This design comes from an exercise in tuning for small area, a short achievable clock period and few clock cycles per item on the open sky130 flow, not from production work. At most, simulation tests tie the RTL to the original design; equivalence was not proved. For run 1, only the layout was checked, not whether the RTL still works. Power is estimated from default activity; no workload was simulated.

<file path="config.mk">
export PLATFORM = sky130hd
export DESIGN_NAME = bitty_core
export DESIGN_NICKNAME = bitty_core
export VERILOG_FILES = /design/flow/design.v
export SDC_FILE = /design/flow/constraint.sdc
export NUM_CORES = 4
export LEC_CHECK = 0
export ABC_AREA = 1
export CAP_MARGIN = 20
export CORE_MARGIN = 2
export CORE_UTILIZATION = 55
export CTS_BUF_LIST = sky130_fd_sc_hd__clkbuf_8
export SLEW_MARGIN = 20
export SYNTH_HIERARCHICAL = 1
export SYNTH_MINIMUM_KEEP_SIZE = 0
</file>
<file path="flow/patch_synth.py">
#!/usr/bin/env python3
"""Patch a copy of ORFS's synth.tcl so that abc maps with abc_myarea.script
(area-oriented mapping) instead of ORFS's delay-oriented abc script. Only the
abc call changes: flip-flop mapping, flattening and renaming are untouched."""
import sys
f = sys.argv[1]
t = open(f).read()
old = '  log_cmd abc {*}$abc_args\n'
assert t.count(old) == 1, "abc call not found"
new = '  log_cmd abc {*}[lreplace $abc_args 1 1 $::env(SCRIPTS_DIR)/abc_myarea.script]\n'
open(f, 'w').write(t.replace(old, new))
</file>
<file path="constraint.sdc">
create_clock -name core_clock -period 40.0 [get_ports {clk}]
set_input_delay 8.0000 -clock core_clock [delete_from_list [all_inputs] [get_ports {clk}]]
set_output_delay 8.0000 -clock core_clock [all_outputs]
set_load 0.01 [all_outputs]
</file>
<file path="flow/run.sh">
#!/bin/bash
# Own layout flow: the standard ORFS flow (standard.sh) with two changes:
#  - synthesis maps the logic with an area-oriented abc script
#    (flow/abc_myarea.script) instead of ORFS's delay-oriented one; the
#    flip-flops, flattening and renaming are the standard flow's (synth_recipe.tcl);
#  - the port buffers that placement inserts are buf_2 cells.
# Each tool's output goes to the logs under orfs/logs and to flow_*.log here.
set -euo pipefail
HERE=$(pwd)
rm -rf scripts_mod
cp -r "$FLOW_HOME/scripts" scripts_mod
cp flow/abc_myarea.script scripts_mod/
python3 flow/patch_synth.py scripts_mod/synth.tcl
# standard.sh with our scripts folder and port buffer cell added to its make call
sed -e "s|make -C |make SCRIPTS_DIR=$HERE/scripts_mod 'BUFFER_PORTS_ARGS=-buffer_cell sky130_fd_sc_hd__buf_2' -C |" standard.sh > standard_mod.sh
grep -q "SCRIPTS_DIR=$HERE/scripts_mod" standard_mod.sh
bash standard_mod.sh synth > flow_synth.log 2>&1
bash standard_mod.sh > flow_layout.log 2>&1
test -f out/final.def
</file>
<file path="standard.sh">
#!/bin/bash
# synth_recipe.tcl (not shown) runs the flow's synth.tcl, then flattens the netlist and writes it again
# the make line also repeats each setting of config.mk as NAME=value (left out here)
make -C /OpenROAD-flow-scripts/flow DESIGN_CONFIG=/design/flow/config.mk WORK_HOME=/design/flow/orfs CLKGATE_MAP_FILE= SYNTH_SCRIPT=/design/flow/synth_recipe.tcl "${@:-finish}"
</file>
<file path="design.v">
module register (
    input clk, enable,
    input [15:0] data_in,
    output reg [15:0] data_out
);
    always @(posedge clk)
        if (enable)
            data_out <= data_in;
endmodule
module ao8 (
    input  [7:0] s, d,
    output       y
);
    assign y = |(s & d);
endmodule
module regfile (
    input         clk, reset,
    input  [2:0]  rx, ry,
    input         we,
    input  [15:0] wdata,
    output [15:0] A, B
);
    wire [15:0] rd [7:0];
    reg  [7:0]  valid;
    wire [7:0]  asel, bsel;
    always @(posedge clk or posedge reset)
        if (reset)
            valid <= 8'd0;
        else if (we)
            valid[rx] <= 1'b1;
    genvar i, j;
    generate
        for (i = 0; i < 8; i = i + 1) begin : gen_registers
            register reg_inst (
                .clk(clk),
                .enable(we && (rx == i)),
                .data_in(wdata),
                .data_out(rd[i])
            );
            assign asel[i] = valid[i] & (rx == i);
            assign bsel[i] = valid[i] & (ry == i);
        end
        for (j = 0; j < 16; j = j + 1) begin : gen_read
            wire [7:0] col = {rd[7][j], rd[6][j], rd[5][j], rd[4][j],
                              rd[3][j], rd[2][j], rd[1][j], rd[0][j]};
            ao8 ra (.s(asel), .d(col), .y(A[j]));
            ao8 rb (.s(bsel), .d(col), .y(B[j]));
        end
    endgenerate
endmodule
module alu (
    input  [15:0] A, B,
    input  [3:0]  ALU_Sel,
    input         mode,
    input         shift_multi,      
    input  [15:0] R, Q,             
    input         div_step,         
    input  [15:0] rs,               
    output [15:0] ALU_Result,
    output        cout
);
    wire [4:0] op = {mode, ALU_Sel};
    wire o_add  = (op == 5'h00), o_sub  = (op == 5'h01), o_mul  = (op == 5'h02),
         o_div  = (op == 5'h03), o_mod  = (op == 5'h04), o_inc  = (op == 5'h05),
         o_dec  = (op == 5'h06), o_gt   = (op == 5'h07), o_eq   = (op == 5'h08),
         o_lt   = (op == 5'h09), o_ge   = (op == 5'h0A), o_le   = (op == 5'h0B),
         o_neg  = (op == 5'h0C), o_addc = (op == 5'h0D), o_rsub = (op == 5'h0E),
         o_shl1 = (op == 5'h14), o_shr1 = (op == 5'h15), o_shl  = (op == 5'h16),
         o_shr  = (op == 5'h17), o_swap = (op == 5'h1B), o_eqm  = (op == 5'h1C);
    wire o_cmp = o_gt | o_lt | o_ge | o_le;
    wire arith = o_add | o_sub | o_inc | o_dec | o_neg | o_addc | o_rsub | o_shl1 | div_step;
    wire inv_a  = o_gt | o_le | o_neg | o_rsub;
    wire y_b    = o_add | o_addc | o_rsub | o_gt | o_le;
    wire y_nb   = o_sub | o_lt | o_ge | div_step;
    wire y_a    = o_shl1;                        
    wire y_ones = o_dec;
    wire cin    = o_sub | o_inc | o_neg | o_addc | o_rsub | o_cmp | div_step;
    wire b_zero = ~|B;
    reg [3:0] t;
    always @(*) begin
        case (op)
            5'h10: t = 4'b1000;   
            5'h11: t = 4'b1110;   
            5'h13: t = 4'b0011;   
            5'h16, 5'h17: t = b_zero ? 4'b1100 : 4'b0000;
            5'h18: t = 4'b0111;   
            5'h19: t = 4'b0001;   
            5'h1A: t = 4'b1001;   
            5'h1D: t = 4'b0100;   
            5'h1E: t = 4'b1101;   
            5'h1F: t = 4'b1111;   
            5'h12, 5'h08, 5'h1C: t = 4'b0110;   
            default: t = 4'b0000;
        endcase
    end
    wire en_L = ~(o_eq | o_eqm) & ~shift_multi;
    wire en_R = o_mul | o_mod;
    wire en_Q = o_div | (shift_multi & (o_shl | o_shr));
    wire [15:0] p, g, h, L;
    wire [15:0] a_up = {1'b0, A[15:1]};
    wire [15:0] a_sw = {A[7:0], A[15:8]};
    wire        eq = ~|L;
    wire        e_all = o_eqm & eq;
    wire        e_0 = (o_eqm | o_eq) & eq;
    genvar i;
    generate
        for (i = 0; i < 16; i = i + 1) begin : gen_slice
            alu_slice s (
                .a(A[i]), .b(B[i]), .a_up(a_up[i]), .a_sw(a_sw[i]),
                .rs(rs[i]), .sel_rs(div_step),
                .r(R[i]), .q(Q[i]), .e(i == 0 ? e_0 : e_all),
                .inv_a(inv_a), .y_b(y_b), .y_nb(y_nb), .y_a(y_a), .y_ones(y_ones),
                .t(t), .en_L(en_L), .en_shr1(o_shr1), .en_sw(o_swap),
                .en_R(en_R), .en_Q(en_Q), .arith(arith),
                .p(p[i]), .g(g[i]), .L(L[i]), .h(h[i])
            );
        end
    endgenerate
    wire [15:0] c;
    prefix16 pf (.p(p), .g(g), .cin(cin), .c(c), .cout(cout));
    wire [15:0] cm = c & {16{~o_cmp}};
    assign ALU_Result = {h[15:1] ^ cm[15:1],
                         o_cmp ? (cout ^ (o_gt | o_lt)) : (h[0] ^ cin)};
endmodule
module alu_slice (
    input       a, b, a_up, a_sw, r, q, e, rs, sel_rs,
    input       inv_a, y_b, y_nb, y_a, y_ones,
    input [3:0] t,
    input       en_L, en_shr1, en_sw, en_R, en_Q, arith,
    output      p, g, L, h
);
    wire x = (~sel_rs & ~inv_a & a) | (~sel_rs & inv_a & ~a) | (sel_rs & rs);
    wire y = (y_b & b) | (y_nb & ~b) | (y_a & a) | y_ones;
    assign p = x ^ y;
    assign g = x & y;
    assign L = t[{a, b}];
    wire other = (en_L & L) | (en_shr1 & a_up) | (en_sw & a_sw) | e |
                 (en_R & r) | (en_Q & q);
    assign h = arith ? p : other;
endmodule
module prefix16 (
    input  [15:0] p, g,
    input         cin,
    output [15:0] c,
    output        cout
);
    wire [15:0] G1, P1, G2, P2, G3, P3, G4;
    wire [15:0] g0 = {g[15:1], g[0] | (p[0] & cin)};
    genvar i;
    generate
        for (i = 0; i < 16; i = i + 1) begin : pf
            if (i % 2 == 1) begin
                assign G1[i] = g0[i] | (p[i] & g0[i-1]);
                assign P1[i] = p[i] & p[i-1];
            end else begin
                assign G1[i] = g0[i]; assign P1[i] = p[i];
            end
            if (i % 4 >= 2) begin
                assign G2[i] = G1[i] | (P1[i] & G1[(i/4)*4+1]);
                assign P2[i] = P1[i] & P1[(i/4)*4+1];
            end else begin
                assign G2[i] = G1[i]; assign P2[i] = P1[i];
            end
            if (i % 8 >= 4) begin
                assign G3[i] = G2[i] | (P2[i] & G2[(i/8)*8+3]);
                assign P3[i] = P2[i] & P2[(i/8)*8+3];
            end else begin
                assign G3[i] = G2[i]; assign P3[i] = P2[i];
            end
            if (i >= 8) begin
                assign G4[i] = G3[i] | (P3[i] & G3[7]);
            end else begin
                assign G4[i] = G3[i];
            end
        end
    endgenerate
    assign c = {G4[14:0], cin};
    assign cout = G4[15];
endmodule
module fa (input x, y, z, output s, c);
    assign s = x ^ y ^ z;
    assign c = (x & y) | (x & z) | (y & z);
endmodule
module muldiv (
    input             clk,
    input             first,      
    input             is_mul,
    input             is_div,     
    input             is_shr,     
    input      [15:0] A, B,
    output     [15:0] rs,         
    input      [15:0] d1,         
    input             c1,         
    output reg [15:0] R,
    output reg [15:0] Q
);
    wire [15:0] prod;
    mul16lo mul (.a(A), .b(B), .p(prod));
    wire [15:0] r   = first ? 16'd0 : R;
    wire [15:0] q   = first ? A : Q;
    assign rs = {r[14:0], q[15]};
    wire        ge1 = c1 | r[15];            
    wire [15:0] r1  = ge1 ? d1 : rs;
    wire [15:0] rs2 = {r1[14:0], q[14]};
    wire [15:0] nb  = ~B;
    wire [16:0] cy;
    wire [15:0] d2;
    assign cy[0] = 1'b1;
    genvar i;
    generate
        for (i = 0; i < 16; i = i + 1) begin : gen_sub
            fa f (.x(rs2[i]), .y(nb[i]), .z(cy[i]), .s(d2[i]), .c(cy[i + 1]));
        end
    endgenerate
    wire ge2 = cy[16] | r1[15];
    always @(posedge clk) begin
        R <= is_mul ? prod : (ge2 ? d2 : rs2);
        Q <= is_shr ? {1'b0, q[15:1]} : is_div ? {q[13:0], ge1, ge2} : {q[14:0], 1'b0};
    end
endmodule
module mul16lo (input [15:0] a, b, output [15:0] p);
    wire n0_0, n0_1, n0_2, n0_3, n0_4, n0_5, n0_6, n0_7, n0_8, n0_9, n0_10, n0_11, n0_12, n0_13, n0_14, n0_15, n1_0, n1_1, n1_2, n1_3, n1_4, n1_5, n1_6, n1_7, n1_8, n1_9, n1_10, n1_11, n1_12, n1_13, n1_14, n2_0, n2_1, n2_2, n2_3, n2_4, n2_5, n2_6, n2_7, n2_8, n2_9, n2_10, n2_11, n2_12, n2_13, n3_0, n3_1, n3_2, n3_3, n3_4, n3_5, n3_6, n3_7, n3_8, n3_9, n3_10, n3_11, n3_12, n4_0, n4_1, n4_2, n4_3, n4_4, n4_5, n4_6, n4_7, n4_8, n4_9, n4_10, n4_11, n5_0, n5_1, n5_2, n5_3, n5_4, n5_5, n5_6, n5_7, n5_8, n5_9, n5_10, n6_0, n6_1, n6_2, n6_3, n6_4, n6_5, n6_6, n6_7, n6_8, n6_9, n7_0, n7_1, n7_2, n7_3, n7_4, n7_5, n7_6, n7_7, n7_8, n8_0, n8_1, n8_2, n8_3, n8_4, n8_5, n8_6, n8_7, n9_0, n9_1, n9_2, n9_3, n9_4, n9_5, n9_6, n10_0, n10_1, n10_2, n10_3, n10_4, n10_5, n11_0, n11_1, n11_2, n11_3, n11_4, n12_0, n12_1, n12_2, n12_3, n13_0, n13_1, n13_2, n14_0, n14_1, n15_0, s0, k0, s1, k1, s2, k2, s3, k3, s4, k4, s5, k5, s6, k6, s7, k7, s8, k8, s9, k9, s10, k10, s11, k11, s12, k12, s13, k13, s14, k14, s15, k15, s16, k16, s17, k17, s18, k18, s19, k19, s20, k20, s21, k21, s22, k22, s23, k23, s24, k24, s25, k25, s26, k26, s27, k27, s28, k28, s29, k29, s30, k30, s31, k31, s32, k32, s33, k33, s34, k34, s35, k35, s36, k36, s37, k37, s38, k38, s39, k39, s40, k40, s41, k41, s42, k42, s43, k43, s44, k44, s45, k45, s46, k46, s47, k47, s48, k48, s49, k49, s50, k50, s51, k51, s52, k52, s53, k53, s54, k54, s55, k55, s56, k56, s57, k57, s58, k58, s59, k59, s60, k60, s61, k61, s62, k62, s63, k63, s64, k64, s65, k65, s66, k66, s67, k67, s68, k68, s69, k69, s70, k70, s71, k71, s72, k72, s73, k73, s74, k74, s75, k75, s76, k76, s77, k77, s78, k78, s79, k79, s80, k80, s81, k81, s82, k82, s83, k83, s84, k84, s85, k85, s86, k86, s87, k87, s88, k88, s89, k89, s90, k90, s91, k91, s92, k92, s93, k93, s94, k94, s95, k95, s96, k96, s97, k97, s98, k98, s99, k99, s100, k100, s101, k101, s102, k102, s103, k103, s104, k104;
    assign n0_0 = ~(a[0] & b[0]);
    assign n0_1 = ~(a[0] & b[1]);
    assign n0_2 = ~(a[0] & b[2]);
    assign n0_3 = ~(a[0] & b[3]);
    assign n0_4 = ~(a[0] & b[4]);
    assign n0_5 = ~(a[0] & b[5]);
    assign n0_6 = ~(a[0] & b[6]);
    assign n0_7 = ~(a[0] & b[7]);
    assign n0_8 = ~(a[0] & b[8]);
    assign n0_9 = ~(a[0] & b[9]);
    assign n0_10 = ~(a[0] & b[10]);
    assign n0_11 = ~(a[0] & b[11]);
    assign n0_12 = ~(a[0] & b[12]);
    assign n0_13 = ~(a[0] & b[13]);
    assign n0_14 = ~(a[0] & b[14]);
    assign n0_15 = ~(a[0] & b[15]);
    assign n1_0 = ~(a[1] & b[0]);
    assign n1_1 = ~(a[1] & b[1]);
    assign n1_2 = ~(a[1] & b[2]);
    assign n1_3 = ~(a[1] & b[3]);
    assign n1_4 = ~(a[1] & b[4]);
    assign n1_5 = ~(a[1] & b[5]);
    assign n1_6 = ~(a[1] & b[6]);
    assign n1_7 = ~(a[1] & b[7]);
    assign n1_8 = ~(a[1] & b[8]);
    assign n1_9 = ~(a[1] & b[9]);
    assign n1_10 = ~(a[1] & b[10]);
    assign n1_11 = ~(a[1] & b[11]);
    assign n1_12 = ~(a[1] & b[12]);
    assign n1_13 = ~(a[1] & b[13]);
    assign n1_14 = ~(a[1] & b[14]);
    assign n2_0 = ~(a[2] & b[0]);
    assign n2_1 = ~(a[2] & b[1]);
    assign n2_2 = ~(a[2] & b[2]);
    assign n2_3 = ~(a[2] & b[3]);
    assign n2_4 = ~(a[2] & b[4]);
    assign n2_5 = ~(a[2] & b[5]);
    assign n2_6 = ~(a[2] & b[6]);
    assign n2_7 = ~(a[2] & b[7]);
    assign n2_8 = ~(a[2] & b[8]);
    assign n2_9 = ~(a[2] & b[9]);
    assign n2_10 = ~(a[2] & b[10]);
    assign n2_11 = ~(a[2] & b[11]);
    assign n2_12 = ~(a[2] & b[12]);
    assign n2_13 = ~(a[2] & b[13]);
    assign n3_0 = ~(a[3] & b[0]);
    assign n3_1 = ~(a[3] & b[1]);
    assign n3_2 = ~(a[3] & b[2]);
    assign n3_3 = ~(a[3] & b[3]);
    assign n3_4 = ~(a[3] & b[4]);
    assign n3_5 = ~(a[3] & b[5]);
    assign n3_6 = ~(a[3] & b[6]);
    assign n3_7 = ~(a[3] & b[7]);
    assign n3_8 = ~(a[3] & b[8]);
    assign n3_9 = ~(a[3] & b[9]);
    assign n3_10 = ~(a[3] & b[10]);
    assign n3_11 = ~(a[3] & b[11]);
    assign n3_12 = ~(a[3] & b[12]);
    assign n4_0 = ~(a[4] & b[0]);
    assign n4_1 = ~(a[4] & b[1]);
    assign n4_2 = ~(a[4] & b[2]);
    assign n4_3 = ~(a[4] & b[3]);
    assign n4_4 = ~(a[4] & b[4]);
    assign n4_5 = ~(a[4] & b[5]);
    assign n4_6 = ~(a[4] & b[6]);
    assign n4_7 = ~(a[4] & b[7]);
    assign n4_8 = ~(a[4] & b[8]);
    assign n4_9 = ~(a[4] & b[9]);
    assign n4_10 = ~(a[4] & b[10]);
    assign n4_11 = ~(a[4] & b[11]);
    assign n5_0 = ~(a[5] & b[0]);
    assign n5_1 = ~(a[5] & b[1]);
    assign n5_2 = ~(a[5] & b[2]);
    assign n5_3 = ~(a[5] & b[3]);
    assign n5_4 = ~(a[5] & b[4]);
    assign n5_5 = ~(a[5] & b[5]);
    assign n5_6 = ~(a[5] & b[6]);
    assign n5_7 = ~(a[5] & b[7]);
    assign n5_8 = ~(a[5] & b[8]);
    assign n5_9 = ~(a[5] & b[9]);
    assign n5_10 = ~(a[5] & b[10]);
    assign n6_0 = ~(a[6] & b[0]);
    assign n6_1 = ~(a[6] & b[1]);
    assign n6_2 = ~(a[6] & b[2]);
    assign n6_3 = ~(a[6] & b[3]);
    assign n6_4 = ~(a[6] & b[4]);
    assign n6_5 = ~(a[6] & b[5]);
    assign n6_6 = ~(a[6] & b[6]);
    assign n6_7 = ~(a[6] & b[7]);
    assign n6_8 = ~(a[6] & b[8]);
    assign n6_9 = ~(a[6] & b[9]);
    assign n7_0 = ~(a[7] & b[0]);
    assign n7_1 = ~(a[7] & b[1]);
    assign n7_2 = ~(a[7] & b[2]);
    assign n7_3 = ~(a[7] & b[3]);
    assign n7_4 = ~(a[7] & b[4]);
    assign n7_5 = ~(a[7] & b[5]);
    assign n7_6 = ~(a[7] & b[6]);
    assign n7_7 = ~(a[7] & b[7]);
    assign n7_8 = ~(a[7] & b[8]);
    assign n8_0 = ~(a[8] & b[0]);
    assign n8_1 = ~(a[8] & b[1]);
    assign n8_2 = ~(a[8] & b[2]);
    assign n8_3 = ~(a[8] & b[3]);
    assign n8_4 = ~(a[8] & b[4]);
    assign n8_5 = ~(a[8] & b[5]);
    assign n8_6 = ~(a[8] & b[6]);
    assign n8_7 = ~(a[8] & b[7]);
    assign n9_0 = ~(a[9] & b[0]);
    assign n9_1 = ~(a[9] & b[1]);
    assign n9_2 = ~(a[9] & b[2]);
    assign n9_3 = ~(a[9] & b[3]);
    assign n9_4 = ~(a[9] & b[4]);
    assign n9_5 = ~(a[9] & b[5]);
    assign n9_6 = ~(a[9] & b[6]);
    assign n10_0 = ~(a[10] & b[0]);
    assign n10_1 = ~(a[10] & b[1]);
    assign n10_2 = ~(a[10] & b[2]);
    assign n10_3 = ~(a[10] & b[3]);
    assign n10_4 = ~(a[10] & b[4]);
    assign n10_5 = ~(a[10] & b[5]);
    assign n11_0 = ~(a[11] & b[0]);
    assign n11_1 = ~(a[11] & b[1]);
    assign n11_2 = ~(a[11] & b[2]);
    assign n11_3 = ~(a[11] & b[3]);
    assign n11_4 = ~(a[11] & b[4]);
    assign n12_0 = ~(a[12] & b[0]);
    assign n12_1 = ~(a[12] & b[1]);
    assign n12_2 = ~(a[12] & b[2]);
    assign n12_3 = ~(a[12] & b[3]);
    assign n13_0 = ~(a[13] & b[0]);
    assign n13_1 = ~(a[13] & b[1]);
    assign n13_2 = ~(a[13] & b[2]);
    assign n14_0 = ~(a[14] & b[0]);
    assign n14_1 = ~(a[14] & b[1]);
    assign n15_0 = ~(a[15] & b[0]);
    fa u0 (.x(n0_2), .y(n1_1), .z(n2_0), .s(s0), .c(k0));
    fa u1 (.x(n0_3), .y(n1_2), .z(n2_1), .s(s1), .c(k1));
    fa u2 (.x(n3_0), .y(k0), .z(s1), .s(s2), .c(k2));
    fa u3 (.x(n0_4), .y(n1_3), .z(n2_2), .s(s3), .c(k3));
    fa u4 (.x(n3_1), .y(n4_0), .z(k1), .s(s4), .c(k4));
    fa u5 (.x(s3), .y(k2), .z(s4), .s(s5), .c(k5));
    fa u6 (.x(n0_5), .y(n1_4), .z(n2_3), .s(s6), .c(k6));
    fa u7 (.x(n3_2), .y(n4_1), .z(n5_0), .s(s7), .c(k7));
    fa u8 (.x(k3), .y(s6), .z(s7), .s(s8), .c(k8));
    fa u9 (.x(k4), .y(s8), .z(k5), .s(s9), .c(k9));
    fa u10 (.x(n0_6), .y(n1_5), .z(n2_4), .s(s10), .c(k10));
    fa u11 (.x(n3_3), .y(n4_2), .z(n5_1), .s(s11), .c(k11));
    fa u12 (.x(n6_0), .y(k6), .z(k7), .s(s12), .c(k12));
    fa u13 (.x(s10), .y(s11), .z(k8), .s(s13), .c(k13));
    fa u14 (.x(s12), .y(s13), .z(k9), .s(s14), .c(k14));
    fa u15 (.x(n0_7), .y(n1_6), .z(n2_5), .s(s15), .c(k15));
    fa u16 (.x(n3_4), .y(n4_3), .z(n5_2), .s(s16), .c(k16));
    fa u17 (.x(n6_1), .y(n7_0), .z(k10), .s(s17), .c(k17));
    fa u18 (.x(k11), .y(s15), .z(s16), .s(s18), .c(k18));
    fa u19 (.x(k12), .y(s17), .z(s18), .s(s19), .c(k19));
    fa u20 (.x(k13), .y(s19), .z(k14), .s(s20), .c(k20));
    fa u21 (.x(n0_8), .y(n1_7), .z(n2_6), .s(s21), .c(k21));
    fa u22 (.x(n3_5), .y(n4_4), .z(n5_3), .s(s22), .c(k22));
    fa u23 (.x(n6_2), .y(n7_1), .z(n8_0), .s(s23), .c(k23));
    fa u24 (.x(k15), .y(k16), .z(s21), .s(s24), .c(k24));
    fa u25 (.x(s22), .y(s23), .z(k17), .s(s25), .c(k25));
    fa u26 (.x(k18), .y(s24), .z(k19), .s(s26), .c(k26));
    fa u27 (.x(s25), .y(s26), .z(k20), .s(s27), .c(k27));
    fa u28 (.x(n0_9), .y(n1_8), .z(n2_7), .s(s28), .c(k28));
    fa u29 (.x(n3_6), .y(n4_5), .z(n5_4), .s(s29), .c(k29));
    fa u30 (.x(n6_3), .y(n7_2), .z(n8_1), .s(s30), .c(k30));
    fa u31 (.x(n9_0), .y(k21), .z(k22), .s(s31), .c(k31));
    fa u32 (.x(k23), .y(s28), .z(s29), .s(s32), .c(k32));
    fa u33 (.x(s30), .y(k24), .z(s31), .s(s33), .c(k33));
    fa u34 (.x(s32), .y(k25), .z(s33), .s(s34), .c(k34));
    fa u35 (.x(k26), .y(s34), .z(k27), .s(s35), .c(k35));
    fa u36 (.x(n0_10), .y(n1_9), .z(n2_8), .s(s36), .c(k36));
    fa u37 (.x(n3_7), .y(n4_6), .z(n5_5), .s(s37), .c(k37));
    fa u38 (.x(n6_4), .y(n7_3), .z(n8_2), .s(s38), .c(k38));
    fa u39 (.x(n9_1), .y(n10_0), .z(k28), .s(s39), .c(k39));
    fa u40 (.x(k29), .y(k30), .z(s36), .s(s40), .c(k40));
    fa u41 (.x(s37), .y(s38), .z(k31), .s(s41), .c(k41));
    fa u42 (.x(k32), .y(s39), .z(s40), .s(s42), .c(k42));
    fa u43 (.x(k33), .y(s41), .z(s42), .s(s43), .c(k43));
    fa u44 (.x(k34), .y(s43), .z(k35), .s(s44), .c(k44));
    fa u45 (.x(n0_11), .y(n1_10), .z(n2_9), .s(s45), .c(k45));
    fa u46 (.x(n3_8), .y(n4_7), .z(n5_6), .s(s46), .c(k46));
    fa u47 (.x(n6_5), .y(n7_4), .z(n8_3), .s(s47), .c(k47));
    fa u48 (.x(n9_2), .y(n10_1), .z(n11_0), .s(s48), .c(k48));
    fa u49 (.x(k36), .y(k37), .z(k38), .s(s49), .c(k49));
    fa u50 (.x(s45), .y(s46), .z(s47), .s(s50), .c(k50));
    fa u51 (.x(s48), .y(k39), .z(k40), .s(s51), .c(k51));
    fa u52 (.x(s49), .y(s50), .z(k41), .s(s52), .c(k52));
    fa u53 (.x(k42), .y(s51), .z(k43), .s(s53), .c(k53));
    fa u54 (.x(s52), .y(s53), .z(k44), .s(s54), .c(k54));
    fa u55 (.x(n0_12), .y(n1_11), .z(n2_10), .s(s55), .c(k55));
    fa u56 (.x(n3_9), .y(n4_8), .z(n5_7), .s(s56), .c(k56));
    fa u57 (.x(n6_6), .y(n7_5), .z(n8_4), .s(s57), .c(k57));
    fa u58 (.x(n9_3), .y(n10_2), .z(n11_1), .s(s58), .c(k58));
    fa u59 (.x(n12_0), .y(k45), .z(k46), .s(s59), .c(k59));
    fa u60 (.x(k47), .y(k48), .z(s55), .s(s60), .c(k60));
    fa u61 (.x(s56), .y(s57), .z(s58), .s(s61), .c(k61));
    fa u62 (.x(k49), .y(k50), .z(s59), .s(s62), .c(k62));
    fa u63 (.x(s60), .y(s61), .z(k51), .s(s63), .c(k63));
    fa u64 (.x(s62), .y(k52), .z(s63), .s(s64), .c(k64));
    fa u65 (.x(k53), .y(s64), .z(k54), .s(s65), .c(k65));
    fa u66 (.x(n0_13), .y(n1_12), .z(n2_11), .s(s66), .c(k66));
    fa u67 (.x(n3_10), .y(n4_9), .z(n5_8), .s(s67), .c(k67));
    fa u68 (.x(n6_7), .y(n7_6), .z(n8_5), .s(s68), .c(k68));
    fa u69 (.x(n9_4), .y(n10_3), .z(n11_2), .s(s69), .c(k69));
    fa u70 (.x(n12_1), .y(n13_0), .z(k55), .s(s70), .c(k70));
    fa u71 (.x(k56), .y(k57), .z(k58), .s(s71), .c(k71));
    fa u72 (.x(s66), .y(s67), .z(s68), .s(s72), .c(k72));
    fa u73 (.x(s69), .y(k59), .z(k60), .s(s73), .c(k73));
    fa u74 (.x(k61), .y(s70), .z(s71), .s(s74), .c(k74));
    fa u75 (.x(s72), .y(k62), .z(s73), .s(s75), .c(k75));
    fa u76 (.x(s74), .y(k63), .z(s75), .s(s76), .c(k76));
    fa u77 (.x(k64), .y(s76), .z(k65), .s(s77), .c(k77));
    fa u78 (.x(n0_14), .y(n1_13), .z(n2_12), .s(s78), .c(k78));
    fa u79 (.x(n3_11), .y(n4_10), .z(n5_9), .s(s79), .c(k79));
    fa u80 (.x(n6_8), .y(n7_7), .z(n8_6), .s(s80), .c(k80));
    fa u81 (.x(n9_5), .y(n10_4), .z(n11_3), .s(s81), .c(k81));
    fa u82 (.x(n12_2), .y(n13_1), .z(n14_0), .s(s82), .c(k82));
    fa u83 (.x(k66), .y(k67), .z(k68), .s(s83), .c(k83));
    fa u84 (.x(k69), .y(s78), .z(s79), .s(s84), .c(k84));
    fa u85 (.x(s80), .y(s81), .z(s82), .s(s85), .c(k85));
    fa u86 (.x(k70), .y(k71), .z(k72), .s(s86), .c(k86));
    fa u87 (.x(s83), .y(s84), .z(s85), .s(s87), .c(k87));
    fa u88 (.x(k73), .y(k74), .z(s86), .s(s88), .c(k88));
    fa u89 (.x(s87), .y(k75), .z(s88), .s(s89), .c(k89));
    fa u90 (.x(k76), .y(s89), .z(k77), .s(s90), .c(k90));
    fa u91 (.x(n0_15), .y(n1_14), .z(n2_13), .s(s91), .c(k91));
    fa u92 (.x(n3_12), .y(n4_11), .z(n5_10), .s(s92), .c(k92));
    fa u93 (.x(n6_9), .y(n7_8), .z(n8_7), .s(s93), .c(k93));
    fa u94 (.x(n9_6), .y(n10_5), .z(n11_4), .s(s94), .c(k94));
    fa u95 (.x(n12_3), .y(n13_2), .z(n14_1), .s(s95), .c(k95));
    fa u96 (.x(n15_0), .y(k78), .z(k79), .s(s96), .c(k96));
    fa u97 (.x(k80), .y(k81), .z(k82), .s(s97), .c(k97));
    fa u98 (.x(s91), .y(s92), .z(s93), .s(s98), .c(k98));
    fa u99 (.x(s94), .y(s95), .z(k83), .s(s99), .c(k99));
    fa u100 (.x(k84), .y(k85), .z(s96), .s(s100), .c(k100));
    fa u101 (.x(s97), .y(s98), .z(k86), .s(s101), .c(k101));
    fa u102 (.x(k87), .y(s99), .z(s100), .s(s102), .c(k102));
    fa u103 (.x(k88), .y(s101), .z(s102), .s(s103), .c(k103));
    fa u104 (.x(k89), .y(s103), .z(k90), .s(s104), .c(k104));
    wire [15:0] ns = {s104, s90, s77, s65, s54, s44, s35, s27, s20, s14, s9, s5, s2, s0, n0_1, n0_0};
    wire [15:0] nc = {1'b1, 1'b1, 1'b1, 1'b1, 1'b1, 1'b1, 1'b1, 1'b1, 1'b1, 1'b1, 1'b1, 1'b1, 1'b1, 1'b1, n1_0, 1'b1};
    assign p = ~(ns + nc + 16'd1);
endmodule
module control_unit (
    input        clk, reset, run,
    input  [15:0] instruction,
    input  [15:0] B,
    output       first,
    output       is_mul,
    output       is_div,
    output       is_shr,
    output       shift_multi,
    output       div_step,
    output       done
);
    wire [3:0] sel  = instruction[6:3];
    wire       mode = instruction[2];
    wire   is_shift = mode & ((sel == 4'd6) | (sel == 4'd7));
    assign is_shr   = mode & (sel == 4'd7);
    assign is_mul   = ~mode & (sel == 4'd2);
    assign is_div   = ~mode & ((sel == 4'd3) | (sel == 4'd4));
    assign shift_multi = is_shift & ~|B[15:4] & |B[3:0];
    wire   multi    = is_mul | is_div | shift_multi;
    reg [3:0] cnt;
    assign first = (cnt == 4'd0);
    wire last = is_div ? cnt[3] : is_mul ? cnt[0] : (cnt == B[3:0]);
    assign done = run & (~multi | last);
    assign div_step = is_div & ~cnt[3];
    always @(posedge clk or posedge reset) begin
        if (reset)
            cnt <= 4'd0;
        else if (run & multi & ~last)
            cnt <= cnt + 4'd1;
        else
            cnt <= 4'd0;
    end
endmodule
module bitty_core (
    input clk, reset, run,                   
    input [15:0] instruction,                
    output done,                             
    output [15:0] reg_s,                     
    output [15:0] alu_result                 
);
    wire [15:0] A, B, R, Q;
    wire        first, is_mul, is_div, is_shr, shift_multi, div_step, c1;
    wire [15:0] rs;
    regfile rf (
        .clk(clk), .reset(reset),
        .rx(instruction[15:13]), .ry(instruction[12:10]),
        .we(done), .wdata(alu_result),
        .A(A), .B(B)
    );
    assign reg_s = A;
    alu alu_inst (
        .A(A), .B(B),
        .ALU_Sel(instruction[6:3]),
        .mode(instruction[2]),
        .shift_multi(shift_multi),
        .R(R), .Q(Q),
        .div_step(div_step), .rs(rs),
        .ALU_Result(alu_result), .cout(c1)
    );
    muldiv md (
        .clk(clk), .first(first), .is_mul(is_mul), .is_div(is_div),
        .is_shr(is_shr), .A(A), .B(B),
        .rs(rs), .d1(alu_result), .c1(c1), .R(R), .Q(Q)
    );
    control_unit cu (
        .clk(clk), .reset(reset), .run(run),
        .instruction(instruction), .B(B),
        .first(first), .is_mul(is_mul), .is_div(is_div), .is_shr(is_shr),
        .shift_multi(shift_multi), .div_step(div_step), .done(done)
    );
endmodule
</file>
<file path="flow/abc_myarea.script">
strash
dch
map -a
topo
stime -c
</file>
==> results of run 1 <==
cell type report:
| class | instances | area share, % |
|---|---|---|
| Clock buffer | 17 | 1.525 |
| Tap cell | 324 | 2.643 |
| Multi-Input combinational cell | 1165 | 54.87 |
| Inverter | 136 | 3.328 |
| Timing Repair Buffer | 125 | 5.392 |
| Sequential cell | 172 | 31.19 |
| Clock inverter | 15 | 1.052 |
state kept, by name (all words and copies together) (netlist names):
register and cells:
cu.cnt 4, md.R 16, rf.valid 8, rf.gen_registers.reg_inst.data_out 128
md.Q 16
through the flow:
stage          instance area (um^2)  power [W]
3_3_place_gp                  14930  0.0006943
5_1_grt                       15340  0.0008901
2_1_floorplan                 13600  0.0005572
3_5_place_dp                  14930  0.0007016
6_report                      15340  0.0008292
4_1_cts                       15320  0.0008283
where the power goes:
part / internal, W / leakage (nW) / switching, W
logic: 0.000182 / 3.52 / 0.000285
registers: 0.000224 / 1.57 / 0.0000113
clock network: 0.0000567 / 0.202 / 0.0000693
layer usage:
metal  GRT usage [%]  vias up  wire [um]  share of wire (%)
li1                -     5584          -                  -
met1           51.01     6178      18770                 41
met2           56.63      746      20830                 45
met3           9.040      116       5327                 12
met4           11.85        0       1389                3.0
met5               0        -          0                  0
worst min-delay path by stage:
stage	endpoint	cells after the start	start	slack, ps
6_report	cu.cnt[0]	1	cu.cnt[0]	550
5_1_grt	rf.valid[4]	2	rf.valid[4]	580
4_1_cts	cu.cnt[0]	1	cu.cnt[0]	560
3_5_place_dp	cu.cnt[0]	1	cu.cnt[0]	540
3_3_place_gp	cu.cnt[0]	1	cu.cnt[0]	530
2_1_floorplan	rf.valid[4]	2	rf.valid[4]	480
==> flow_summary.toml, run 1 <==
[run_status]
status = "no timing/DRC/antenna violations"

[power_and_ir_drop]
p_leak_nw = 5.292
p_per_area_nw_per_um2 = 54.06
ir_worst_vdd_mv = 0.06192

[setup_path]
setup.worst_path.end = "alu_result[0]"
crit_family = "compound AO/OA/AOI/OAI gates"
endpoint_kind = "output pin"
start_kind = "primary input"
slowest_stage = "nand4_1"
critPathMostFrequentCell = "clkinv_1"
r2r_end = "md.R[12]"
reg2reg_depth = 42
critPathKind = "primary input to output pin"
cp_max_fo = 16
arrival_ps = 14350
timing.rr.start = "rf.valid[2]"
path_depth = 27
crit_path_max_incr_delay_ps = 670
cp-startpoint = "instruction[15]"
worst-path-buf-inv = 10
r2r_slack_ps = 26290
cp.required_ps = 32000

[clock_tree]
cts_resized = 0
clk_latency_ps = 480
cts_sinks = 172
cts_setup_buffers = 0
cts.path.max_buffers = 2
cts_hold_buffers = 0
cts_buffers = 17
clk_pin_slew_ps = 90
cts_root_buffer = "clkbuf_8"
cts_tree = "done"
cts_max_level = 4

[timing]
timing.setup.tns_ps = 0
worst_hold_slack_ps = 545.3
fmax_mhz = 44.73
setup_ws_ps = 17650
drv_slew = 0
setup_viol = 0
rsz0062_at_grt = "false"
tightest_slew_ps = 1104
finalHoldViolCount = 0
period_share_pct = 55.89
finalCriticalPeriod_ps = 22350
finalClockSkew_ps = 15.22
relSlewSlack_pct = 26.34

[grt]
grtUsageTotal_pct = 36.55
grt_max_degree = 33
grt_overflow_total = 0
grt_pass1_wl_um = 71330
antenna_found_initial = 0
grt_pass1_vias = 12270

[finish]
finalNetCount = 1784
area_delta_synth_final_pct = 12.76
multiInputGateArea_um2 = 8417
final_cell_mix = "nand2_1, a22oi_1, clkinv_1, edfxtp_1, fa_1"
final_common_cell = "nand2_1"
stdcell_count = 1954
ff_latch_area_um2 = 4785
fin_util_pct = 63.08
n_fill_cell = 2130
drive_gt1_share_pct = 12.52
diodes = 0

[floorplan]
ios = 52
fp.dieW_um = 161.3
initial_utilization_pct = 55.94
core-area_um2 = 24320
fp.dieArea_um2 = 26010
rows = 57
die_h_um = 161.3

[drt]
wl_per_cell_um = 23.70
drt-initial-drc-count = 1764
drt-pass1-iter-count = 8
vias_per_cell = 6.461
routed-via-count = 12620
postRouteAntennaNets = 0
remaining_drc_errors = 0
drt-total-wl_um = 46320

[placed_design]
dp_cells = 1921
dp_hpwl_um = 31180
post-place-ws_ps = 17820
gp_congestion = 0.9909
port_buffers = 46

[yosys]
synth.avg_cell_area_um2 = 9.230
yosysWarnings = 11
syn_nets = 1641
synth.cell_area_um2 = 13600
syn_inst = 1474

[hold_path]
hp-class = "register to register"

[flow_run]
cap_viol_max_count = 0
==> run 2, diff against run 1 <==
--- a/design.v
+++ b/design.v
@@ -76,13 +76,14 @@
     wire y_ones = o_dec;
     wire cin    = o_sub | o_inc | o_neg | o_addc | o_rsub | o_cmp | div_step;
     wire b_zero = ~|B;
+    wire shift_n0 = (o_shl | o_shr) & ~b_zero;
     reg [3:0] t;
     always @(*) begin
         case (op)
             5'h10: t = 4'b1000;   
             5'h11: t = 4'b1110;   
             5'h13: t = 4'b0011;   
-            5'h16, 5'h17: t = b_zero ? 4'b1100 : 4'b0000;
+            5'h16, 5'h17: t = 4'b1100;   
             5'h18: t = 4'b0111;   
             5'h19: t = 4'b0001;   
             5'h1A: t = 4'b1001;   
@@ -93,7 +94,7 @@
             default: t = 4'b0000;
         endcase
     end
-    wire en_L = ~(o_eq | o_eqm) & ~shift_multi;
+    wire en_L = ~(o_eq | o_eqm) & ~shift_n0;
     wire en_R = o_mul | o_mod;
     wire en_Q = o_div | (shift_multi & (o_shl | o_shr));
     wire [15:0] p, g, h, L;
==> flow/run.sh (replaced) <==
#!/bin/bash
# Own layout flow: the standard ORFS flow (standard.sh) with these changes:
#  - synthesis maps the logic with an area-oriented abc script
#    (flow/abc_myarea.script) instead of ORFS's delay-oriented one; the
#    flip-flops, flattening and renaming are the standard flow's (synth_recipe.tcl);
#  - the port buffers that placement inserts are buf_2 cells;
#  - the extra ORFS make variables in flow/make_args.txt, if any (one per
#    line), are passed to every make call.
# Each tool's output goes to the logs under orfs/logs and to flow_*.log here.
set -euo pipefail
HERE=$(pwd)
rm -rf scripts_mod
cp -r "$FLOW_HOME/scripts" scripts_mod
cp flow/abc_myarea.script scripts_mod/
python3 flow/patch_synth.py scripts_mod/synth.tcl
EXTRA=""
if [[ -f flow/make_args.txt ]]; then
  while read -r line; do
    [[ -n "$line" ]] && EXTRA="$EXTRA '$line'"
  done < flow/make_args.txt
fi
# standard.sh with our scripts folder, port buffer cell and extra variables
# added to its make call
sed -e "s|make -C |make SCRIPTS_DIR=$HERE/scripts_mod 'BUFFER_PORTS_ARGS=-buffer_cell sky130_fd_sc_hd__buf_2' $EXTRA -C |" standard.sh > standard_mod.sh
grep -q "SCRIPTS_DIR=$HERE/scripts_mod" standard_mod.sh
bash standard_mod.sh synth > flow_synth.log 2>&1
bash standard_mod.sh > flow_layout.log 2>&1
test -f out/final.def
--- a/config.mk
+++ b/config.mk
@@ -6,10 +6,10 @@
 export NUM_CORES = 4
 export LEC_CHECK = 0
 export ABC_AREA = 1
-export CAP_MARGIN = 20
+export CAP_MARGIN = 5
 export CORE_MARGIN = 2
 export CORE_UTILIZATION = 55
 export CTS_BUF_LIST = sky130_fd_sc_hd__clkbuf_8
-export SLEW_MARGIN = 20
+export SLEW_MARGIN = 5
 export SYNTH_HIERARCHICAL = 1
 export SYNTH_MINIMUM_KEEP_SIZE = 0
==> run 2 against run 1 <==
Sequential share of layout area about the same. Sequential power about the same. Combinational power up 1%. Power up 1.1%. Count of clock-buffer cells in the layout unchanged. Synthesized area up 0.43%. Clock skew up 3.1 ps. First-iteration DRC count down 1.8%. Non-clock buffer count down 5. Critical path type unchanged. Critical endpoint unchanged.
==> flow_summary.toml, run 2 <==
[drt]
drt-total-wl_um = 45890
routed-via-count = 12550
wl_per_cell_um = 23.45
drt-pass1-iter-count = 6
drt-initial-drc-count = 1732
vias_per_cell = 6.414
postRouteAntennaNets = 0
remaining_drc_errors = 0

[yosys]
yosysWarnings = 11
synth.cell_area_um2 = 13660
syn_nets = 1655
syn_inst = 1482
synth.avg_cell_area_um2 = 9.219

[hold_path]
hp-class = "register to register"
min-delay-start = "cu.cnt[0]"

[grt]
grt_max_degree = 33
grt_overflow_total = 0
grtUsageTotal_pct = 35.95
grt_pass1_vias = 11880
grt_pass1_wl_um = 70700
antenna_found_initial = 0

[clock_tree]
cts_setup_buffers = 0
clk_latency_ps = 470
cts_buffers = 17
cts_tree = "done"
cts_resized = 0
cts_hold_buffers = 0
cts_sinks = 172
cts_root_buffer = "clkbuf_8"
clk_pin_slew_ps = 90
cts_max_level = 4
cts.path.max_buffers = 2

[power_and_ir_drop]
power_frac_seq_pct = 28.2
ir_worst_vdd_mv = 0.05908
clkPwrFrac_pct = 15.4
switching_share_pct = 44.75
p_per_area_nw_per_um2 = 54.62
p_leak_nw = 5.337
p_int_w = 0.0004634
comb_power_share_pct = 56.4
p_switching_w = 0.0003754

[timing]
relSlewSlack_pct = 17.10
period_share_pct = 55.78
setup_viol = 0
tightest_slew_ps = 1235
finalHoldViolCount = 0
drv_slew = 0
fmax_mhz = 44.82
rsz0062_at_grt = "false"
finalCriticalPeriod_ps = 22310
timing.setup.tns_ps = 0
finalClockSkew_ps = 18.30

[floorplan]
ios = 52
initial_utilization_pct = 56.18
rows = 57
fp.dieArea_um2 = 26120
die_h_um = 161.6
fp.dieW_um = 161.6
core-area_um2 = 24320

[finish]
largest_reg_flops = 128
n_fill_cell = 2108
drive_gt1_share_pct = 11.94
fin_area_um2 = 15350
top_register = "rf.gen_registers.reg_inst.data_out"
fin_util_pct = 63.14
final_cell_mix = "nand2_1, a22oi_1, clkinv_1, edfxtp_1, fa_1"
top_regs = "rf.gen_registers.reg_inst.data_out (128), md.Q (16), md.R (16)"
diodes = 0
final_common_cell = "nand2_1"
finalNetCount = 1793
area_delta_synth_final_pct = 12.38

[placed_design]
placed_area_um2 = 14940
dp_hpwl_um = 31440
gp_congestion = 0.9476
port_buffers = 46

[setup_path]
cp-startpoint = "instruction[15]"
cp.required_ps = 32000
timing.rr.start = "rf.valid[5]"
slowest_stage = "a31oi_1"
crit_path_max_incr_delay_ps = 700
start_kind = "primary input"
cp_max_fo = 16
critPathMostFrequentCell = "clkinv_1"
arrival_ps = 14310
endpoint_kind = "output pin"
critPathKind = "primary input to output pin"

[flow_run]
cap_viol_max_count = 0

[run_status]
status = "no timing/DRC/antenna violations"
==> run 2: changes by cell type in the layout (fill, tap and decap cells not counted), moves of 3 or more <==
cell | before | now
nand2_1 | 378 | 383
nor2_1 | 88 | 97
a31oi_1 | 7 | 4
clkinv_1 | 137 | 140
a21oi_1 | 75 | 78
nor2_2 | 3 | 0
buf_4 | 78 | 74
o22ai_1 | 4 | 7
clkinv_2 | 3 | 0
ha_1 | 27 | 33
nor3_1 | 14 | 6
==> run 2: cell type report <==
type	instances	area, um^2	share of cell area [%]
clock buffers	17	234.0	1.524
clock inverters	15	178.9	1.165
inverters	139	521.8	3.398
multi-input cells	1170	8444	55.00
flip-flops and latches	172	4785	31.16
well taps	324	405.4	2.640
repair buffers	120	785.8	5.117
==> run 2: critical path: cells and delay by family <==
kind | cells | cell delay (ps)
compound gates | 7 | 1830
simple gates | 7 | 1520
buf+inv | 10 | 2100
mux | 1 | 270
fa+ha+maj | 2 | 590
==> run 2: through the flow <==
step	instances	hold WS (ps)	setup slack [ps]	power, W
3_5_place_dp	1925	526.1	18000	0.0007078
6_report	1957	529.0	17690	0.0008387
2_1_floorplan	1482	477.0	19230	0.0005583
4_1_cts	1957	538.9	18000	0.0008368
3_3_place_gp	1925	529.1	17980	0.0007025
5_1_grt	1957	575.5	17470	0.0008941
==> run 2: power by group through the flow <==
| stage | Clock (W) | Combinational (W) | Sequential, W |
|---|---|---|---|
| floorplan | 0 | 0.000324 | 0.000234 |
| global placement | 0 | 0.000463 | 0.000239 |
| detailed placement | 0 | 0.000469 | 0.000239 |
| CTS | 0.000129 | 0.000472 | 0.000235 |
| global route | 0.000137 | 0.000520 | 0.000237 |
| finish | 0.000129 | 0.000473 | 0.000236 |
==> run 2: final timing paths <==
kind                            cells past startpoint             to  slack, ps
min in group asynchronous                           2      cu.cnt[2]       7390
max in group asynchronous                           2    rf.valid[3]      32390
worst min register to register                      1      cu.cnt[0]        530
worst min-delay path                                1      cu.cnt[0]        530
worst max-delay path                               27  alu_result[0]      17690
worst max register to register                     46       md.R[12]      26210
==> run 2: routing by layer <==
metal | wire, um | track usage, % | share of wire, % | up-vias
met5 | 0 | 0 | 0 | -
met2 | 20380 | 54.93 | 44 | 759
li1 | - | - | - | 5570
met1 | 19290 | 52.99 | 42 | 6123
met4 | 1369 | 10.58 | 3.0 | 0
met3 | 4857 | 6.292 | 11 | 100
Testbench counts of run 2, summed over its fixed seeds: cycles 14,932, instrs 12,000.
==> run 3, diff against run 2 <==
==> flow/make_args.txt (new file) <==
SETUP_SLACK_MARGIN=21.5
--- a/config.mk
+++ b/config.mk
@@ -6,10 +6,10 @@
 export NUM_CORES = 4
 export LEC_CHECK = 0
 export ABC_AREA = 1
-export CAP_MARGIN = 5
+export CAP_MARGIN = 20
 export CORE_MARGIN = 2
 export CORE_UTILIZATION = 55
 export CTS_BUF_LIST = sky130_fd_sc_hd__clkbuf_8
-export SLEW_MARGIN = 5
+export SLEW_MARGIN = 20
 export SYNTH_HIERARCHICAL = 1
 export SYNTH_MINIMUM_KEEP_SIZE = 0
==> run 3 against run 2 <==
Still clean on timing, DRC and antenna. Final area rose by 27%. Power grew 17%. Clock power is 5% lower. Routed wire length up 28%. Setup slack improved by 2000 ps. Critical path depth increased by 58. Synthesized area stayed put. Final cell count rose by 12%. Sequential share of layout area shrank 6.6 points. Critical path type is now primary input to register.
==> flow_summary.toml, run 3 <==
[run_status]
status = "no timing/DRC/antenna violations"

[finish]
drive_gt1_share_pct = 33.15
area_delta_synth_final_pct = 42.56
stdcell_count = 2188
diodes = 0
largest_reg_flops = 128
fin_util_pct = 80.09
fin_area_um2 = 19480
top_register = "rf.gen_registers.reg_inst.data_out"
final_common_cell = "nand2_1"
finalNetCount = 2024
top_regs = "rf.gen_registers.reg_inst.data_out (128), md.Q (16), md.R (16)"
final_cell_mix = "nand2_1, buf_4, a22oi_1, edfxtp_1, clkinv_1"

[setup_path]
slowest_stage = "fa_2"
cp_max_fo = 7
critPathMostFrequentCell = "buf_6"
cp.required_ps = 40350
crit_path_max_incr_delay_ps = 400
arrival_ps = 20650
endpoint_kind = "register"
critPathKind = "primary input to register"
start_kind = "primary input"

[timing]
finalCriticalPeriod_ps = 20300
period_share_pct = 50.75
worst_hold_slack_ps = 532.2
tightest_slew_ps = 1152
finalHoldViolCount = 0
fmax_mhz = 49.26
setup_viol = 0
drv_slew = 0
relSlewSlack_pct = 23.11
timing.setup.tns_ps = 0
finalClockSkew_ps = 20.87
rsz0062_at_grt = "true"

[yosys]
syn_inst = 1482
synth.cell_area_um2 = 13660
yosysWarnings = 11
syn_nets = 1655
synth.avg_cell_area_um2 = 9.219

[clock_tree]
cts.path.max_buffers = 2
clk_pin_slew_ps = 110
cts_root_buffer = "clkbuf_8"
cts_tree = "done"
clk_latency_ps = 490
cts_buffers = 17
cts_hold_buffers = 0
cts_max_level = 4
cts_sinks = 172

[power_and_ir_drop]
p_leak_nw = 7.098
ir_worst_vdd_mv = 0.05790
clkPwrFrac_pct = 12.6
power_frac_seq_pct = 24.4
switching_share_pct = 45.05
p_per_area_nw_per_um2 = 50.27
p_int_w = 0.0005381
p_switching_w = 0.0004412
comb_power_share_pct = 63.0

[drt]
drt-initial-drc-count = 1848
drt-pass1-iter-count = 8
drt-total-wl_um = 58750
wl_per_cell_um = 26.85
vias_per_cell = 6.577
postRouteAntennaNets = 0
routed-via-count = 14390
remaining_drc_errors = 0

[placed_design]
dp_hpwl_um = 32580
port_buffers = 46
dp_cells = 1895
gp_congestion = 0.9493
placed_area_um2 = 15380

[floorplan]
initial_utilization_pct = 56.18
core-area_um2 = 24320
ios = 52
die_h_um = 161.6
fp.dieArea_um2 = 26120
fp.dieW_um = 161.6
rows = 57

[grt]
grt_overflow_total = 0
antenna_found_initial = 1
grtUsageTotal_pct = 43.84
grt_pass1_wl_um = 84330
grt_max_degree = 33
grt_pass1_vias = 13860

[flow_run]
cap_viol_max_count = 0

[hold_path]
hp-class = "register to register"
-- run 3: cell types whose count changed in the layout (fill, tap and decap cells not counted), sizes merged --
cell    change
bufbuf      +1
xnor2       +2
bufinv      -2
buf       +225
clkbuf      +1
inv         +3
nor2        +1
-- run 3: layer usage --
| layer | track usage, % | vias up | wire (um) |
|---|---|---|---|
| met5 | 0 | - | 11 |
| met4 | 21.04 | 2 | 3477 |
| met3 | 11.66 | 226 | 7793 |
| met2 | 66.63 | 1075 | 26090 |
| met1 | 58.94 | 7035 | 21380 |
| li1 | - | 6052 | - |
-- run 3: metrics by stage --
| step | power, W | worst slack (ps) |
|---|---|---|
| 6_report | 0.0009793 | 19700 |
| 5_1_grt | 0.001026 | 19570 |
| 4_1_cts | 0.0009261 | 20340 |
| 3_5_place_dp | 0.0007124 | 18970 |
| 3_3_place_gp | 0.0007026 | 18740 |
| 2_1_floorplan | 0.0005773 | 20230 |
-- run 3: power by group through the flow --
stage          sequential, W  clock, W  combinational (W)
2_1_floorplan       0.000234         0           0.000343
3_3_place_gp        0.000240         0           0.000463
3_5_place_dp        0.000240         0           0.000473
4_1_cts             0.000236  0.000121           0.000569
5_1_grt             0.000239  0.000129           0.000659
6_report            0.000239  0.000123           0.000617
-- run 3: worst max-delay path: cells and delay by family --
family / cells / cell delay [ps]
AO/OA/AOI/OAI: 5 / 670
buffers and inverters: 59 / 5240
AND/OR/NAND/NOR: 4 / 660
adder cells (fa/ha/maj): 17 / 6070
-- run 3: cell type report --
type                    count  area, um^2
repair buffers            347        3364
clock inverters            15       153.9
well taps                 324       405.4
multi-input cells        1173        9838
clock buffers              17       234.0
repair inverters            1       16.27
flip-flops and latches    172        4785
inverters                 139       681.9
fillers                  1514        4841
-- run 3: timing repair --
item / 4_1_cts / 5_1_grt
gates resized for setup: 235 / 98
pin swaps: 83 / 49
gates cloned: 6 / 1
buffers inserted: 216 / 38
setup endpoints to repair: 38 / 34
-- run 3: path summary, 6_finish.rpt --
kind	from	slack (ps)	cells after the start	endpoint
hold reg to reg	cu.cnt[0]	530	1	cu.cnt[0]
setup / recovery	instruction[13]	19700	85	md.R[13]
min in group asynchronous	reset	7360	2	cu.cnt[3]
hold / removal	cu.cnt[0]	530	1	cu.cnt[0]
max in group asynchronous	reset	32370	2	rf.valid[3]
setup reg to reg	rf.valid[2]	27130	81	md.R[13]
==> run 4, diff against run 3 <==
==> flow/make_args.txt (replaced) <==
SETUP_SLACK_MARGIN=18.5
==> run 4 against run 3 <==
Synthesized area unchanged. Sequential cell count did not move. Clock power up 5%. Final area is 21% lower. Combinational power decreased by 23%. Core utilization shrank 17 points. Critical path depth decreased by 57. Register-to-register slack improved by 30 ps. Maximum frequency shrank 4.1%. Count of clock-buffer cells in the layout did not move. Largest power group unchanged.
==> flow_summary.toml, run 4 <==
[finish]
diodes = 0
top_register = "rf.gen_registers.reg_inst.data_out"
finalNetCount = 1798
final_common_cell = "nand2_1"
area_delta_synth_final_pct = 12.98
drive_gt1_share_pct = 12.64
top_regs = "rf.gen_registers.reg_inst.data_out (128), md.Q (16), md.R (16)"
n_fill_cell = 2094
final_cell_mix = "nand2_1, a22oi_1, clkinv_1, edfxtp_1, fa_1"
largest_reg_flops = 128

[placed_design]
dp_hpwl_um = 31440
port_buffers = 46
post-place-ws_ps = 18000
gp_congestion = 0.9476

[clock_tree]
clk_pin_slew_ps = 90
cts.path.max_buffers = 2
cts_buffers = 17
cts_tree = "done"
cts_max_level = 4
clk_latency_ps = 470
cts_sinks = 172
cts_root_buffer = "clkbuf_8"

[setup_path]
critPathKind = "primary input to output pin"
cp.required_ps = 32000
r2r_slack_ps = 27160
cp_max_fo = 21
endpoint_kind = "output pin"
reg2reg_depth = 46
arrival_ps = 13170
timing.rr.start = "cu.cnt[0]"
start_kind = "primary input"
r2r_end = "md.R[12]"

[yosys]
yosysWarnings = 11
syn_inst = 1482
synth.cell_area_um2 = 13660
synth.avg_cell_area_um2 = 9.219
syn_nets = 1655

[timing]
finalHoldViolCount = 0
tightest_slew_ps = 1083
relSlewSlack_pct = 27.28
drv_slew = 0
fmax_mhz = 47.23
setup_viol = 0
timing.setup.tns_ps = 0
period_share_pct = 52.93
setup_ws_ps = 18830
finalClockSkew_ps = 17.68
rsz0062_at_grt = "false"
finalCriticalPeriod_ps = 21170

[power_and_ir_drop]
ir_worst_vdd_mv = 0.05926
p_switching_w = 0.0003758
comb_power_share_pct = 56.6
p_leak_nw = 5.365
p_per_area_nw_per_um2 = 54.43
switching_share_pct = 44.72
power_frac_seq_pct = 28.1
clkPwrFrac_pct = 15.3
p_int_w = 0.0004645

[hold_path]
hold_end = "cu.cnt[0]"
hp-class = "register to register"
worstHoldPathCells = 1
min-delay-start = "cu.cnt[0]"

[run_status]
status = "no timing/DRC/antenna violations"

[floorplan]
core-area_um2 = 24320
initial_utilization_pct = 56.18
fp.dieW_um = 161.6
die_h_um = 161.6
ios = 52
rows = 57
fp.dieArea_um2 = 26120

[drt]
routed-via-count = 12620
vias_per_cell = 6.430
drt-total-wl_um = 46030
wl_per_cell_um = 23.46
postRouteAntennaNets = 0
drt-pass1-iter-count = 6
remaining_drc_errors = 0
drt-initial-drc-count = 1556

[grt]
grt_overflow_total = 0
antenna_found_initial = 0
grtUsageTotal_pct = 35.99
grt_pass1_wl_um = 70770
grt_pass1_vias = 11890
grt_max_degree = 33

[flow_run]
cap_viol_max_count = 0
[run 4: cell count changes in the layout (fill, tap and decap cells not counted), sizes merged, moves of 2 or more]
cell      previous run  this run
bufinv               0         2
xnor2               24        22
inv                 11         8
buf                345       125
clkinv             142       140
clkinvlp             2         4
[run 4: layout make-up]
cell class | count | area (um^2) | share of cell area [%]
Clock buffer | 17 | 234.0 | 1.516
Inverter | 139 | 529.3 | 3.429
Clock inverter | 15 | 178.9 | 1.159
Timing Repair Buffer | 125 | 827.0 | 5.358
Sequential cell | 172 | 4785 | 31.00
Tap cell | 324 | 405.4 | 2.626
Multi-Input combinational cell | 1170 | 8477 | 54.92
[run 4: worst max-delay path, cell delays in order]
cell and delay, ps:
buf_2 120, clkinv_1 140, ha_1 260, ha_1 180, clkinv_1 50, nor2_1 40, buf_4 210, a22oi_1 220
nand4_1 280, buf_6 300, xor2_1 170, mux2_2 270, ha_1 300, a21oi_1 160, clkinv_1 140, a21oi_1 160
clkinv_1 130, a31oi_2 230, clkinv_1 200, a31oi_4 340, clkinvlp_4 240, nand3_1 100, o311ai_0 200, nand2_1 120
or2_2 110, o221ai_1 90, buf_4 220, buf_2 150
[run 4: worst max path at each step]
stage | from | endpoint | slack (ps) | cells past startpoint
finish | instruction[13] | alu_result[0] | 18830 | 28
floorplan | instruction[13] | alu_result[0] | 19230 | 20
global placement | instruction[15] | alu_result[0] | 17980 | 27
detailed placement | instruction[15] | alu_result[0] | 18000 | 27
global route | instruction[13] | alu_result[0] | 18540 | 28
CTS | instruction[15] | alu_result[0] | 18600 | 27
[run 4: metal layers]
layer	wire, um	GRT usage [%]	up-vias
li1	-	-	5581
met1	19380	52.90	6235
met2	20520	54.93	709
met3	4863	6.420	91
met4	1269	10.86	0
met5	0	0	-
[run 4: what timing repair did]
| item | CTS | global route |
|---|---|---|
| cloned | 0 | 0 |
| pin swaps | 1 | 1 |
| hold buffers | 0 | 0 |
| buffers inserted | 1 | 4 |
| gates resized for setup | 2 | 4 |
| endpoints found under the setup margin | 6 | 5 |
[run 4: power by group through the flow]
stage	registers, W	logic, W	clock network, W
floorplan	0.000234	0.000324	0
global placement	0.000239	0.000463	0
detailed placement	0.000239	0.000469	0
CTS	0.000235	0.000473	0.000129
global route	0.000237	0.000522	0.000137
finish	0.000236	0.000475	0.000129
[run 4: per-stage QoR]
stage                     util, %  cell area [um^2]  std cells  hold slack [ps]  total power [W]
after floorplan                 -             13660       1482            477.0        0.0005583
after global placement      61.44             14940       1925            529.1        0.0007025
after detailed placement    61.44             14940       1925            526.1        0.0007078
after CTS                   63.23             15380       1958            538.9        0.0008377
after global routing        63.47             15440       1962            575.5        0.0008962
final                       63.47             15440       1962            529.4        0.0008402
==> run 5, diff against run 4 <==
==> flow/make_args.txt (replaced) <==
SETUP_SLACK_MARGIN=20.2
==> run 5 against run 4 <==
Combinational power is 11% higher. Global-route usage rose by 1.0 points. Critical endpoint is now alu_result[9]. Maximum frequency up 6.3%. Via count grew 6.3%. Synthesized cell count unchanged. Critical path depth fell by 1. Highest routed layer unchanged. Register-to-register slack improved by 340 ps.
==> flow_summary.toml, run 5 <==
[drt]
vias_per_cell = 6.439
drt-initial-drc-count = 1741
drt-pass1-iter-count = 7
routed-via-count = 13410
wl_per_cell_um = 23.80
drt-total-wl_um = 49550
postRouteAntennaNets = 0
remaining_drc_errors = 0

[yosys]
synth.avg_cell_area_um2 = 9.219
syn_inst = 1482
yosysWarnings = 11
syn_nets = 1655
synth.cell_area_um2 = 13660

[grt]
grt_max_degree = 33
grtUsageMet1_pct = 52.71
antenna_found_initial = 0
use_met3_pct = 6.882
grt_pass1_wl_um = 73060
use_met2_pct = 57.36
grt_pass1_vias = 12500
top_usage_layer = "met2"
grt_overflow_total = 0
grtUsageTotal_pct = 36.99

[setup_path]
crit_path_max_incr_delay_ps = 340
critPathKind = "primary input to output pin"
crit_family = "buffers and inverters"
cp_max_fo = 4
worst-path-buf-inv = 11
slowest_stage = "a31oi_4"
arrival_ps = 11920
path_depth = 27
r2r_slack_ps = 27500
cp.required_ps = 32000
start_kind = "primary input"
endpoint_kind = "output pin"
reg2reg_depth = 42

[power_and_ir_drop]
p_leak_nw = 6.304
ir_worst_vdd_mv = 0.04752
p_per_area_nw_per_um2 = 51.04

[timing]
tightest_slew_ps = 1143
finalHoldViolCount = 0
setup_viol = 0
relSlewSlack_pct = 23.63
finalClockSkew_ps = 21.92
rsz0062_at_grt = "true"
fmax_mhz = 50.20
period_share_pct = 49.80
timing.setup.tns_ps = 0
finalCriticalPeriod_ps = 19920
drv_slew = 0

[hold_path]
hp-class = "register to register"
worstHoldPathCells = 1

[finish]
final_cell_mix = "nand2_1, buf_4, a22oi_1, edfxtp_1, fa_1"
top_register = "rf.gen_registers.reg_inst.data_out"
diodes = 0
area_delta_synth_final_pct = 27.73
finalNetCount = 1918
fin_util_pct = 71.76
final_common_cell = "nand2_1"
largest_reg_flops = 128
n_fill_cell = 1860
drive_gt1_share_pct = 23.21
top_regs = "rf.gen_registers.reg_inst.data_out (128), md.Q (16), md.R (16)"

[flow_run]
cap_viol_max_count = 0

[floorplan]
initial_utilization_pct = 56.18
fp.dieW_um = 161.6
die_h_um = 161.6
ios = 52
fp.dieArea_um2 = 26120
core-area_um2 = 24320
rows = 57

[clock_tree]
cts.path.max_buffers = 2
cts_max_level = 4
cts_buffers = 17
cts_tree = "done"
clk_latency_ps = 470
cts_root_buffer = "clkbuf_8"
cts_sinks = 172
clk_pin_slew_ps = 90

[run_status]
status = "no timing/DRC/antenna violations"

[placed_design]
dp_hpwl_um = 31100
gp_congestion = 0.9548
port_buffers = 46
[run 5: final cells by class]
cell class / count / area, um^2 / area share (%)
Clock buffer: 17 / 234.0 / 1.341
Sequential cell: 172 / 4785 / 27.42
Timing Repair Buffer: 244 / 2188 / 12.54
Clock inverter: 15 / 161.4 / 0.9249
Tap cell: 324 / 405.4 / 2.323
Inverter: 139 / 611.8 / 3.506
Multi-Input combinational cell: 1171 / 9066 / 51.95
[run 5: worst paths after layout]
path | from | to
worst max-delay path | instruction[13] | alu_result[9]
worst min-delay path | cu.cnt[0] | cu.cnt[0]
worst max register to register | cu.cnt[0] | md.R[8]
worst min register to register | cu.cnt[0] | cu.cnt[0]
max in group asynchronous | reset | rf.valid[6]
min in group asynchronous | reset | cu.cnt[0]
[run 5: what timing repair did]
item,CTS,global route
pin swaps,31,37
buffers inserted,69,60
resized for setup,65,102
hold buffers,0,0
hold endpoints to repair,0,0
setup endpoints to repair,33,33
cloned,3,5
[run 5: layer usage]
metal	routed length, um	part of all wire [%]
met1	19560	39
met2	22360	45
met3	5428	11
met4	2205	4.4
met5	0	0
[run 5: where the power goes]
part / internal (W) / total [W] / switching, W
Clock: 0.0000611 / 0.000126 / 0.0000648
Sequential: 0.000224 / 0.000237 / 0.0000123
Combinational: 0.000224 / 0.000528 / 0.000305
Total: 0.000509 / 0.000891 / 0.000382
[run 5: stage by stage]
step / area, um^2 / setup slack [ps] / instances / hold slack [ps] / power, W
finish: 17450 / 20080 / 2082 / 548.8 / 0.0008908
global route: 17450 / 20030 / 2082 / 576.3 / 0.0009514
floorplan: 13960 / 20190 / 1482 / 478.2 / 0.0005635
global placement: 15080 / 18750 / 1912 / 526.9 / 0.0006929
detailed placement: 15080 / 18630 / 1912 / 533.1 / 0.0007013
CTS: 16420 / 20130 / 2016 / 545.6 / 0.0008528

[static timing again, ports no longer ideal]
No port has a modelled driver above. Below, the same layouts with a new extraction and two added sets of constraints.
Step 1, drivers: a clkbuf_16 drives clk and a buf_2 each remaining input, both assumed.
Step 2 also shifts input and output timing later by t, the mid clock arrival at the registers, as if the neighbouring blocks saw the same clock.
Slacks: ideal / step 1 / step 2; pairs: ideal / step 1.
run	t, ns	slack for setup (ns)	latest minus earliest clock arrival (ns)	worst register clock-pin slew, ns	pins driven straight from the clock port
run 1	0.508	17.645 / 17.616 / 17.616	0.015 / 0.016	0.10 / 0.10	1
run 2	0.502	17.689 / 17.668 / 17.668	0.018 / 0.018	0.11 / 0.11	1
run 3	0.522	19.701 / 19.677 / 19.155	0.021 / 0.021	0.11 / 0.11	1
run 4	0.501	18.827 / 18.808 / 18.808	0.018 / 0.018	0.10 / 0.10	1
run 5	0.500	20.080 / 20.012 / 19.941	0.022 / 0.022	0.10 / 0.10	1
After both steps setup and hold are still met in every run listed. For run 3, which loses most, drivers alone change the setup slack by -0.024 ns; drivers and shift together by -0.546 ns.
